Context: an optimization exercise on an open-source flow, tuned for small area. The choices shown serve that exercise and are no tape-out recipe.
In this exercise RTL edits were held to simulation tests only and were not proved equivalent to the original.
Power is estimated from default activity; no workload was simulated.

==> inputs of zinc <==
## cpu_top
module cpu_top(
	input wire			clk,
	input wire			reset,
	input wire	[31:0]	if_bus_rd_data,
	input wire					if_bus_rdy_,
	input wire					if_bus_grnt_,
	output wire					if_bus_as_,
	output wire					if_bus_req_,
	output wire	[29:0]	if_bus_addr,
	output wire					if_bus_rw,
	output wire	[31:0]	if_bus_wr_data,
	input wire	[31:0]	mem_bus_rd_data,
	input wire					mem_bus_rdy_,
	input wire					mem_bus_grnt_,
	output wire					mem_bus_as_,
	output wire					mem_bus_req_,
	output wire	[29:0]	mem_bus_addr,
	output wire					mem_bus_rw,
	output wire	[31:0]	mem_bus_wr_data,
	input wire	[31:0]	if_spm_rd_data,
	output wire					if_spm_as_,
	output wire	[29:0]	if_spm_addr,
	output wire	[31:0]	if_spm_wr_data,
	output wire					if_spm_rw,
	input wire	[31:0]	mem_spm_rd_data,
	output wire					mem_spm_as_,
	output wire	[29:0]	mem_spm_addr,
	output wire	[31:0]	mem_spm_wr_data,
	output wire					mem_spm_rw,
	input wire	[7:0]	irq
);
==> flow/config.mk <==
export PLATFORM = sky130hd
export DESIGN_NAME = cpu_top
export DESIGN_NICKNAME = cpu_top
export VERILOG_FILES = /design/flow/design.v
export SDC_FILE = /design/flow/constraint.sdc
export NUM_CORES = 4
export LEC_CHECK = 0
export CAP_MARGIN = 20
export CORE_MARGIN = 2
export CORE_UTILIZATION = 45
export PLACE_DENSITY = 0.6
export SLEW_MARGIN = 20
==> flow/constraint.sdc <==
create_clock -name core_clock -period 10.0 [get_ports {clk}]
set_input_delay 2.0000 -clock core_clock [delete_from_list [all_inputs] [get_ports {clk}]]
set_output_delay 2.0000 -clock core_clock [all_outputs]
set_load 0.01 [all_outputs]
run.sh (not shown) runs the stock make flow with config.mk's settings and CLKGATE_MAP_FILE= SYNTH_SCRIPT=/design/flow/synth_recipe.tcl, a recipe that flattens the netlist after the stock synthesis.
==> amber (differences from zinc) <==
--- a/flow/design.v
+++ b/flow/design.v
@@ -1,8 +1,19 @@
 	`default_nettype	none		 
+module rf_aoi(
+	input wire	a0,
+	input wire	s0,
+	input wire	a1,
+	input wire	s1,
+	input wire	a2,
+	input wire	s2,
+	output wire	y
+);
+	assign y = ~((a0 & s0) | (a1 & s1) | (a2 & s2));
+endmodule
 module cpu_top(
 	input wire			clk,
 	input wire			reset,
 	input wire	[31:0]	if_bus_rd_data,
 	input wire					if_bus_rdy_,
 	input wire					if_bus_grnt_,
 	output wire					if_bus_as_,
@@ -39,14 +50,15 @@
 	reg			if_en;
 	reg	[1:0]	ib_st;
 	reg			ib_as_;
 	reg	[1:0]	mb_st;
 	reg			mb_as_;
 	reg	[31:0]	rd_buf;
 	reg	[29:0]	id_pc;
+	reg			id_pcz;		 
 	reg			id_en, id_we;
 	reg	[4:0]	id_dst;
 	reg	[2:0]	id_sel;
 	reg			id_sub, id_sgn;
 	reg	[31:0]	id_a, id_b;
 	reg	[15:0]	id_imm;
 	reg			id_immhi, id_useimm;
@@ -155,29 +167,53 @@
 	wire		fa_mem = ~fa_ex & ex_en & ex_we & (ex_dst == ra);
 	wire		fa_wb  = ~fa_ex & ~fa_mem & mem_we & (mem_dst == ra);
 	wire		fa_rf  = ~fa_ex & ~fa_mem & ~fa_wb;
 	wire		fb_ex  = id_en & id_we & (id_dst == rb);
 	wire		fb_mem = ~fb_ex & ex_en & ex_we & (ex_dst == rb);
 	wire		fb_wb  = ~fb_ex & ~fb_mem & mem_we & (mem_dst == rb);
 	wire		fb_rf  = ~fb_ex & ~fb_mem & ~fb_wb;
-	reg	[31:0]	ra_data, rb_data;
-	always @* begin
-		ra_data = ({32{fa_ex}} & alu_out) | ({32{fa_mem}} & mem_res) | ({32{fa_wb}} & mem_out);
-		rb_data = ({32{fb_ex}} & alu_out) | ({32{fb_mem}} & mem_res) | ({32{fb_wb}} & mem_out);
-		for (i = 0; i < 32; i = i + 1) begin
-			ra_data = ra_data | (regs[i] & {32{fa_rf & valid[i] & (ra == i)}});
-			rb_data = rb_data | (regs[i] & {32{fb_rf & valid[i] & (rb == i)}});
+	wire [32:0]	sel_a, sel_b;
+	genvar gr, gb, gk;
+	generate
+		for (gr = 0; gr < 32; gr = gr + 1) begin : RSEL
+			assign sel_a[gr] = fa_rf & valid[gr] & (ra == gr);
+			assign sel_b[gr] = fb_rf & valid[gr] & (rb == gr);
 		end
-	end
+	endgenerate
+	assign sel_a[32] = fa_wb;
+	assign sel_b[32] = fb_wb;
+	wire [31:0]	rf_in [0:32];
+	generate
+		for (gr = 0; gr < 32; gr = gr + 1) begin : RIN
+			assign rf_in[gr] = regs[gr];
+		end
+	endgenerate
+	assign rf_in[32] = mem_out;
+	wire [31:0]	ra_data, rb_data;
+	generate
+		for (gb = 0; gb < 32; gb = gb + 1) begin : RBIT
+			wire [10:0] ta, tb;
+			for (gk = 0; gk < 11; gk = gk + 1) begin : RGRP
+				rf_aoi ua(.a0(rf_in[3*gk][gb]), .s0(sel_a[3*gk]), .a1(rf_in[3*gk+1][gb]), .s1(sel_a[3*gk+1]),
+				          .a2(rf_in[3*gk+2][gb]), .s2(sel_a[3*gk+2]), .y(ta[gk]));
+				rf_aoi ub(.a0(rf_in[3*gk][gb]), .s0(sel_b[3*gk]), .a1(rf_in[3*gk+1][gb]), .s1(sel_b[3*gk+1]),
+				          .a2(rf_in[3*gk+2][gb]), .s2(sel_b[3*gk+2]), .y(tb[gk]));
+			end
+			assign ra_data[gb] = ~(&ta[3:0]) | ~(&ta[7:4]) | ~(&ta[10:8]) |
+			                     (alu_out[gb] & fa_ex) | (mem_res[gb] & fa_mem);
+			assign rb_data[gb] = ~(&tb[3:0]) | ~(&tb[7:4]) | ~(&tb[10:8]) |
+			                     (alu_out[gb] & fb_ex) | (mem_res[gb] & fb_mem);
+		end
+	endgenerate
 	reg	[31:0]	creg_rd_data;
 	always @*
 		case (ra)
 			5'h0:		creg_rd_data = {30'h0, int_en, exe_mode};
 			5'h1:	creg_rd_data = {30'h0, pre_int_en, pre_exe_mode};
-			5'h2:			creg_rd_data = {id_pc, 2'b00};
+			5'h2:			creg_rd_data = {id_pc & {30{~id_pcz}}, 2'b00};
 			5'h3:			creg_rd_data = {epc, 2'b00};
 			5'h4:	creg_rd_data = {exp_vector, 2'b00};
 			5'h5:		creg_rd_data = {28'h0, dly_flag, exp_code};
 			5'h6:	creg_rd_data = {24'h0, mask};
 			5'h7:			creg_rd_data = {24'h0, irq};
 			5'h1d:	creg_rd_data = $unsigned(8192);
 			5'h1e:	creg_rd_data = $unsigned(16384);
@@ -254,30 +290,31 @@
 				if_en <= 1'b1;
 			end
 		end
 	always @(posedge clk)
 		if (~if_stall) if_insn <= if_rd;
 	always @(posedge clk or negedge reset)
 		if (!reset) begin
-			id_pc <= 30'h0;
+			id_pcz <= 1'b1;
 			id_en <= 1'b0;
 			id_we <= 1'b0;
 		end else if (~stall) begin
 			if (flush | ld_hazard) begin
-				id_pc <= 30'h0;
+				id_pcz <= 1'b1;
 				id_en <= 1'b0;
 				id_we <= 1'b0;
 			end else begin
-				id_pc <= if_pc;
+				id_pcz <= 1'b0;
 				id_en <= if_en;
 				id_we <= e_we;
 			end
 		end
 	always @(posedge clk)
 		if (~stall) begin
+			id_pc <= if_pc;
 			id_dst <= e_dst;
 			id_sel <= d_sel;
 			id_sub <= d_sub;
 			id_sgn <= d_sgn;
 			id_a <= d_a;
 			id_b <= rb_data;
 			id_imm <= imm;
@@ -287,31 +324,50 @@
 			id_ld <= d_ld;
 			id_st <= d_st;
 			id_ctrl_op <= d_ctrl;
 			id_exp <= d_exp;
 		end
 	wire [31:0]	in1 = id_useimm ? {{16{id_immhi}}, id_imm} : id_b;
 	wire [31:0]	bx = in1 ^ {32{id_sub}};
-	wire [31:0]	sum = id_a + bx + {31'h0, id_sub};
+	wire [31:0]	ad_p = id_a ^ bx;
+	wire [31:0]	ad_g = id_a & bx;
+	reg	[31:0]	ks_g, ks_p, ks_gn, ks_pn;
+	integer		kd, kj;
+	always @* begin
+		ks_g = ad_g;
+		ks_p = ad_p;
+		ks_g[0] = ad_g[0] | (ad_p[0] & id_sub);
+		for (kd = 1; kd < 32; kd = kd * 2) begin
+			ks_gn = ks_g;
+			ks_pn = ks_p;
+			for (kj = kd; kj < 32; kj = kj + 1) begin
+				ks_gn[kj] = ks_g[kj] | (ks_p[kj] & ks_g[kj - kd]);
+				ks_pn[kj] = ks_p[kj] & ks_p[kj - kd];
+			end
+			ks_g = ks_gn;
+			ks_p = ks_pn;
+		end
+	end
+	wire [31:0]	sum = ad_p ^ {ks_g[30:0], id_sub};
 	wire		of = id_en & id_sgn & (id_a[31] == bx[31]) & (sum[31] != id_a[31]) &
 	                 (id_sub ? (|id_a) : (|sum));
 	wire		shl = (id_sel == SEL_SHL);
 	reg	[31:0]	sh_in, sh_out;
 	wire [31:0]	sh_r = sh_in >> in1[4:0];
 	always @* begin
 		for (i = 0; i < 32; i = i + 1) begin
 			sh_in[i] = shl ? id_a[31-i] : id_a[i];
 			sh_out[i] = shl ? sh_r[31-i] : sh_r[i];
 		end
 	end
 	always @*
 		case (id_sel)
-			SEL_AND:	alu_out = id_a & in1;
-			SEL_OR:		alu_out = id_a | in1;
-			SEL_XOR:	alu_out = id_a ^ in1;
+			SEL_AND:	alu_out = ad_g;
+			SEL_OR:		alu_out = ad_p | ad_g;
+			SEL_XOR:	alu_out = ad_p;
 			SEL_ADD:	alu_out = sum;
 			SEL_SHR:	alu_out = sh_out;
 			SEL_SHL:	alu_out = sh_out;
 			default:	alu_out = id_a;
 		endcase
 	wire		kill = int_detect | of;
 	always @(posedge clk or negedge reset)
==> flow/flow/run.sh (new file) <==
#!/bin/bash
# Own layout flow: the standard ORFS flow (same make targets, config and
# synthesis script) with these changes:
#  - ABC maps combinational logic with an area-oriented script (flow/abc_area.script);
#    flip-flop mapping and register names are those of the standard synthesis;
#  - the one-hot register-file read slices (module rf_aoi) are kept as modules
#    through ABC, then flattened by synth_recipe.tcl as usual;
#  - ports are buffered with the smallest buffer (every port still gets one);
#  - clock tree: clkbuf_4 only, sinks clustered 8 at a time within 40 um, no dummy loads.
set -euo pipefail
HERE=$PWD
sed "s#^\( *\)log_cmd abc {\*}\$abc_args#\1set abc_args [lreplace \$abc_args 1 1 $HERE/flow/abc_area.script]\n\1log_cmd abc {*}\$abc_args#" \
  $FLOW_HOME/scripts/synth.tcl > $HERE/flow_synth_core.tcl
grep -q "flow/abc_area.script" $HERE/flow_synth_core.tcl
sed "s#source \$::env(SCRIPTS_DIR)/synth.tcl#source $HERE/flow_synth_core.tcl#" $HERE/synth_recipe.tcl > $HERE/flow_synth.tcl
grep -q flow_synth_core $HERE/flow_synth.tcl
export SYNTH_KEEP_MODULES="rf_aoi"
export BUFFER_PORTS_ARGS="-buffer_cell sky130_fd_sc_hd__buf_1"
export CTS_ARGS="-sink_clustering_enable -repair_clock_nets -dont_use_dummy_load -buf_list sky130_fd_sc_hd__clkbuf_4 -sink_clustering_size 8 -sink_clustering_max_diameter 40"
make -C $FLOW_HOME DESIGN_CONFIG=$FLOW_CONFIG WORK_HOME=$HERE/orfs CLKGATE_MAP_FILE= \
  SYNTH_SCRIPT=$HERE/flow_synth.tcl finish > $HERE/make.log 2>&1
: # left out here: write the final layout as DEF
==> flow/flow/abc_area.script (new file) <==
strash
dch -f
map -a
&get -n
&st
&syn2
&dch -f
&nf -a
&st
&syn2
&dch -f
&nf -a
&put
topo
stime -c
==> flow/standard.sh (new file) <==
#!/bin/bash
# synth_recipe.tcl (not shown) runs the flow's synth.tcl, then flattens the netlist and writes it again
# the make line also repeats each setting of config.mk as NAME=value (left out here)
make -C /OpenROAD-flow-scripts/flow DESIGN_CONFIG=/design/flow/config.mk WORK_HOME=/design/flow/orfs CLKGATE_MAP_FILE= SYNTH_SCRIPT=/design/flow/synth_recipe.tcl "${@:-finish}"
==> flow/config.mk (replaced) <==
export PLATFORM = sky130hd
export DESIGN_NAME = cpu_top
export DESIGN_NICKNAME = cpu_top
export VERILOG_FILES = /design/flow/design.v
export SDC_FILE = /design/flow/constraint.sdc
export NUM_CORES = 4
export LEC_CHECK = 0
export CAP_MARGIN = 40
export CORE_MARGIN = 2
export CORE_UTILIZATION = 60
export PLACE_DENSITY = 0.7
export SLEW_MARGIN = 40
removed: flow/run.sh
==> yarrow (differences from zinc) <==
--- a/flow/design.v
+++ b/flow/design.v
@@ -1,8 +1,19 @@
 	`default_nettype	none		 
+module rf_aoi(
+	input wire	a0,
+	input wire	s0,
+	input wire	a1,
+	input wire	s1,
+	input wire	a2,
+	input wire	s2,
+	output wire	y
+);
+	assign y = ~((a0 & s0) | (a1 & s1) | (a2 & s2));
+endmodule
 module cpu_top(
 	input wire			clk,
 	input wire			reset,
 	input wire	[31:0]	if_bus_rd_data,
 	input wire					if_bus_rdy_,
 	input wire					if_bus_grnt_,
 	output wire					if_bus_as_,
@@ -39,14 +50,15 @@
 	reg			if_en;
 	reg	[1:0]	ib_st;
 	reg			ib_as_;
 	reg	[1:0]	mb_st;
 	reg			mb_as_;
 	reg	[31:0]	rd_buf;
 	reg	[29:0]	id_pc;
+	reg			id_pcz;		 
 	reg			id_en, id_we;
 	reg	[4:0]	id_dst;
 	reg	[2:0]	id_sel;
 	reg			id_sub, id_sgn;
 	reg	[31:0]	id_a, id_b;
 	reg	[15:0]	id_imm;
 	reg			id_immhi, id_useimm;
@@ -155,29 +167,53 @@
 	wire		fa_mem = ~fa_ex & ex_en & ex_we & (ex_dst == ra);
 	wire		fa_wb  = ~fa_ex & ~fa_mem & mem_we & (mem_dst == ra);
 	wire		fa_rf  = ~fa_ex & ~fa_mem & ~fa_wb;
 	wire		fb_ex  = id_en & id_we & (id_dst == rb);
 	wire		fb_mem = ~fb_ex & ex_en & ex_we & (ex_dst == rb);
 	wire		fb_wb  = ~fb_ex & ~fb_mem & mem_we & (mem_dst == rb);
 	wire		fb_rf  = ~fb_ex & ~fb_mem & ~fb_wb;
-	reg	[31:0]	ra_data, rb_data;
-	always @* begin
-		ra_data = ({32{fa_ex}} & alu_out) | ({32{fa_mem}} & mem_res) | ({32{fa_wb}} & mem_out);
-		rb_data = ({32{fb_ex}} & alu_out) | ({32{fb_mem}} & mem_res) | ({32{fb_wb}} & mem_out);
-		for (i = 0; i < 32; i = i + 1) begin
-			ra_data = ra_data | (regs[i] & {32{fa_rf & valid[i] & (ra == i)}});
-			rb_data = rb_data | (regs[i] & {32{fb_rf & valid[i] & (rb == i)}});
+	wire [32:0]	sel_a, sel_b;
+	genvar gr, gb, gk;
+	generate
+		for (gr = 0; gr < 32; gr = gr + 1) begin : RSEL
+			assign sel_a[gr] = fa_rf & valid[gr] & (ra == gr);
+			assign sel_b[gr] = fb_rf & valid[gr] & (rb == gr);
 		end
-	end
+	endgenerate
+	assign sel_a[32] = fa_wb;
+	assign sel_b[32] = fb_wb;
+	wire [31:0]	rf_in [0:32];
+	generate
+		for (gr = 0; gr < 32; gr = gr + 1) begin : RIN
+			assign rf_in[gr] = regs[gr];
+		end
+	endgenerate
+	assign rf_in[32] = mem_out;
+	wire [31:0]	ra_data, rb_data;
+	generate
+		for (gb = 0; gb < 32; gb = gb + 1) begin : RBIT
+			wire [10:0] ta, tb;
+			for (gk = 0; gk < 11; gk = gk + 1) begin : RGRP
+				rf_aoi ua(.a0(rf_in[3*gk][gb]), .s0(sel_a[3*gk]), .a1(rf_in[3*gk+1][gb]), .s1(sel_a[3*gk+1]),
+				          .a2(rf_in[3*gk+2][gb]), .s2(sel_a[3*gk+2]), .y(ta[gk]));
+				rf_aoi ub(.a0(rf_in[3*gk][gb]), .s0(sel_b[3*gk]), .a1(rf_in[3*gk+1][gb]), .s1(sel_b[3*gk+1]),
+				          .a2(rf_in[3*gk+2][gb]), .s2(sel_b[3*gk+2]), .y(tb[gk]));
+			end
+			assign ra_data[gb] = ~(&ta[3:0]) | ~(&ta[7:4]) | ~(&ta[10:8]) |
+			                     (alu_out[gb] & fa_ex) | (mem_res[gb] & fa_mem);
+			assign rb_data[gb] = ~(&tb[3:0]) | ~(&tb[7:4]) | ~(&tb[10:8]) |
+			                     (alu_out[gb] & fb_ex) | (mem_res[gb] & fb_mem);
+		end
+	endgenerate
 	reg	[31:0]	creg_rd_data;
 	always @*
 		case (ra)
 			5'h0:		creg_rd_data = {30'h0, int_en, exe_mode};
 			5'h1:	creg_rd_data = {30'h0, pre_int_en, pre_exe_mode};
-			5'h2:			creg_rd_data = {id_pc, 2'b00};
+			5'h2:			creg_rd_data = {id_pc & {30{~id_pcz}}, 2'b00};
 			5'h3:			creg_rd_data = {epc, 2'b00};
 			5'h4:	creg_rd_data = {exp_vector, 2'b00};
 			5'h5:		creg_rd_data = {28'h0, dly_flag, exp_code};
 			5'h6:	creg_rd_data = {24'h0, mask};
 			5'h7:			creg_rd_data = {24'h0, irq};
 			5'h1d:	creg_rd_data = $unsigned(8192);
 			5'h1e:	creg_rd_data = $unsigned(16384);
@@ -254,30 +290,31 @@
 				if_en <= 1'b1;
 			end
 		end
 	always @(posedge clk)
 		if (~if_stall) if_insn <= if_rd;
 	always @(posedge clk or negedge reset)
 		if (!reset) begin
-			id_pc <= 30'h0;
+			id_pcz <= 1'b1;
 			id_en <= 1'b0;
 			id_we <= 1'b0;
 		end else if (~stall) begin
 			if (flush | ld_hazard) begin
-				id_pc <= 30'h0;
+				id_pcz <= 1'b1;
 				id_en <= 1'b0;
 				id_we <= 1'b0;
 			end else begin
-				id_pc <= if_pc;
+				id_pcz <= 1'b0;
 				id_en <= if_en;
 				id_we <= e_we;
 			end
 		end
 	always @(posedge clk)
 		if (~stall) begin
+			id_pc <= if_pc;
 			id_dst <= e_dst;
 			id_sel <= d_sel;
 			id_sub <= d_sub;
 			id_sgn <= d_sgn;
 			id_a <= d_a;
 			id_b <= rb_data;
 			id_imm <= imm;
==> flow/flow/run.sh (new file) <==
#!/bin/bash
# Own layout flow: the standard ORFS flow (same make targets, config and
# synthesis script) with these changes:
#  - ABC maps combinational logic with an area-oriented script (flow/abc_area.script);
#    flip-flop mapping and register names are those of the standard synthesis;
#  - the one-hot register-file read slices (module rf_aoi) are kept as modules
#    through ABC, then flattened by synth_recipe.tcl as usual;
#  - ports are buffered with the smallest buffer (every port still gets one);
#  - clock tree: clkbuf_4 only, sinks clustered 8 at a time within 40 um, no dummy loads.
set -euo pipefail
HERE=$PWD
sed "s#^\( *\)log_cmd abc {\*}\$abc_args#\1set abc_args [lreplace \$abc_args 1 1 $HERE/flow/abc_area.script]\n\1log_cmd abc {*}\$abc_args#" \
  $FLOW_HOME/scripts/synth.tcl > $HERE/flow_synth_core.tcl
grep -q "flow/abc_area.script" $HERE/flow_synth_core.tcl
sed "s#source \$::env(SCRIPTS_DIR)/synth.tcl#source $HERE/flow_synth_core.tcl#" $HERE/synth_recipe.tcl > $HERE/flow_synth.tcl
grep -q flow_synth_core $HERE/flow_synth.tcl
export SYNTH_KEEP_MODULES="rf_aoi"
export BUFFER_PORTS_ARGS="-buffer_cell sky130_fd_sc_hd__buf_1"
export CTS_ARGS="-sink_clustering_enable -repair_clock_nets -dont_use_dummy_load -buf_list sky130_fd_sc_hd__clkbuf_4 -sink_clustering_size 8 -sink_clustering_max_diameter 40"
make -C $FLOW_HOME DESIGN_CONFIG=$FLOW_CONFIG WORK_HOME=$HERE/orfs CLKGATE_MAP_FILE= \
  SYNTH_SCRIPT=$HERE/flow_synth.tcl finish > $HERE/make.log 2>&1
: # left out here: write the final layout as DEF
==> flow/flow/abc_area.script (new file) <==
strash
dch -f
map -a
&get -n
&st
&syn2
&dch -f
&nf -a
&st
&syn2
&dch -f
&nf -a
&put
topo
stime -c
==> flow/standard.sh (new file) <==
#!/bin/bash
# synth_recipe.tcl (not shown) runs the flow's synth.tcl, then flattens the netlist and writes it again
# the make line also repeats each setting of config.mk as NAME=value (left out here)
make -C /OpenROAD-flow-scripts/flow DESIGN_CONFIG=/design/flow/config.mk WORK_HOME=/design/flow/orfs CLKGATE_MAP_FILE= SYNTH_SCRIPT=/design/flow/synth_recipe.tcl "${@:-finish}"
==> flow/config.mk (replaced) <==
export PLATFORM = sky130hd
export DESIGN_NAME = cpu_top
export DESIGN_NICKNAME = cpu_top
export VERILOG_FILES = /design/flow/design.v
export SDC_FILE = /design/flow/constraint.sdc
export NUM_CORES = 4
export LEC_CHECK = 0
export CAP_MARGIN = 20
export CORE_MARGIN = 2
export CORE_UTILIZATION = 60
export PLACE_DENSITY = 0.7
export SLEW_MARGIN = 20
removed: flow/run.sh
==> qor summary <==
| metric | yarrow | amber | zinc |
|---|---|---|---|
| Global routing usage on met2 | 72.4% | 72.0% | 69.1% |
| Slew margin rel. | 6.91% | 30.5% | 8.38% |
| TritonCTS Buffers | 235 | 235 | 173 |
| Count of flip-flops and latches | 1582 | 1582 | 1581 |
| Multiplexer share of the synthesized area | 3.53% | 4.21% | 4.18% |
| Number of global-route vias before repair | 58600 | 57000 | 69000 |
| End-of-flow core utilization | 65.8% | 65.4% | 52.4% |
| Fraction of power consumed by sequential logic | 36.6% | 37.3% | 30.2% |
| Antenna fix cells | 18 | 28 | 69 |
| Share of the synthesized area in the top cell type | 55.7% | 56.3% | 50.2% |
| Clock buffer count in the final layout | 235 | 235 | 230 |
| End point of the worst hold path | mem_pc[2]$_DFFE_PN_ | mem_ctrl_op[1]$_DFFE_PN_ | mem_pc[18]$_DFFE_PN_ |
| Standby leakage power | 28.5 nW | 27.9 nW | 33.9 nW |
| Maximum vdd drop | 354 uV | 289 uV | 273 uV |
| Adder-cell share of the synthesized area | 2.87% | 2.40% | 2.64% |
| Pin slew with the least headroom to its limit | 1.39 ns | 1.04 ns | 1.37 ns |
| Synth async-reset ratio | 11.9% | 11.9% | 13.8% |
| Reg2Reg Launch Point | if_insn[24]$_DFFE_PN_ | if_insn[19]$_DFFE_PN_ | id_useimm$_DFFE_PN_ |
| Non-clock buffer area fraction after layout | 4.14% | 3.84% | 6.92% |
| Result of the run | finished clean | finished clean | finished clean |
| Switching component of the power | 16.1 mW | 15.5 mW | 19.2 mW |

separate check: timing with driven ports:
The results above use ideal ports. As a check the final layouts listed here were re-extracted and re-timed, cells and wires unchanged.
Step 1 sets driving cells, clkbuf_16 on the clock port and buf_2 on the other inputs (assumed; they add their load-dependent delay and slew).
Step 2 times the ports against the registers' clock, not the clock port: input delays grow and output delays shrink by t, the midpoint of the rising clock arrivals with the driver on.
Three values: ideal ports, drivers, drivers and shift; two values: the first two.
| run | shift t [ns] | setup WS [ns] | worst data-port slew with drivers (ns) |
|---|---|---|---|
| zinc | 0.978 | 0.504 / 0.504 / 0.489 | 0.14 |
| amber | 1.370 | 0.916 / 0.916 / 0.916 | 0.13 |
| yarrow | 1.355 | 1.119 / 1.119 / 1.119 | 0.14 |
After both steps every run listed still meets setup and hold. The setup slack of zinc, which loses most, moves by 0.000 ns with the drivers and by -0.015 ns with both steps.
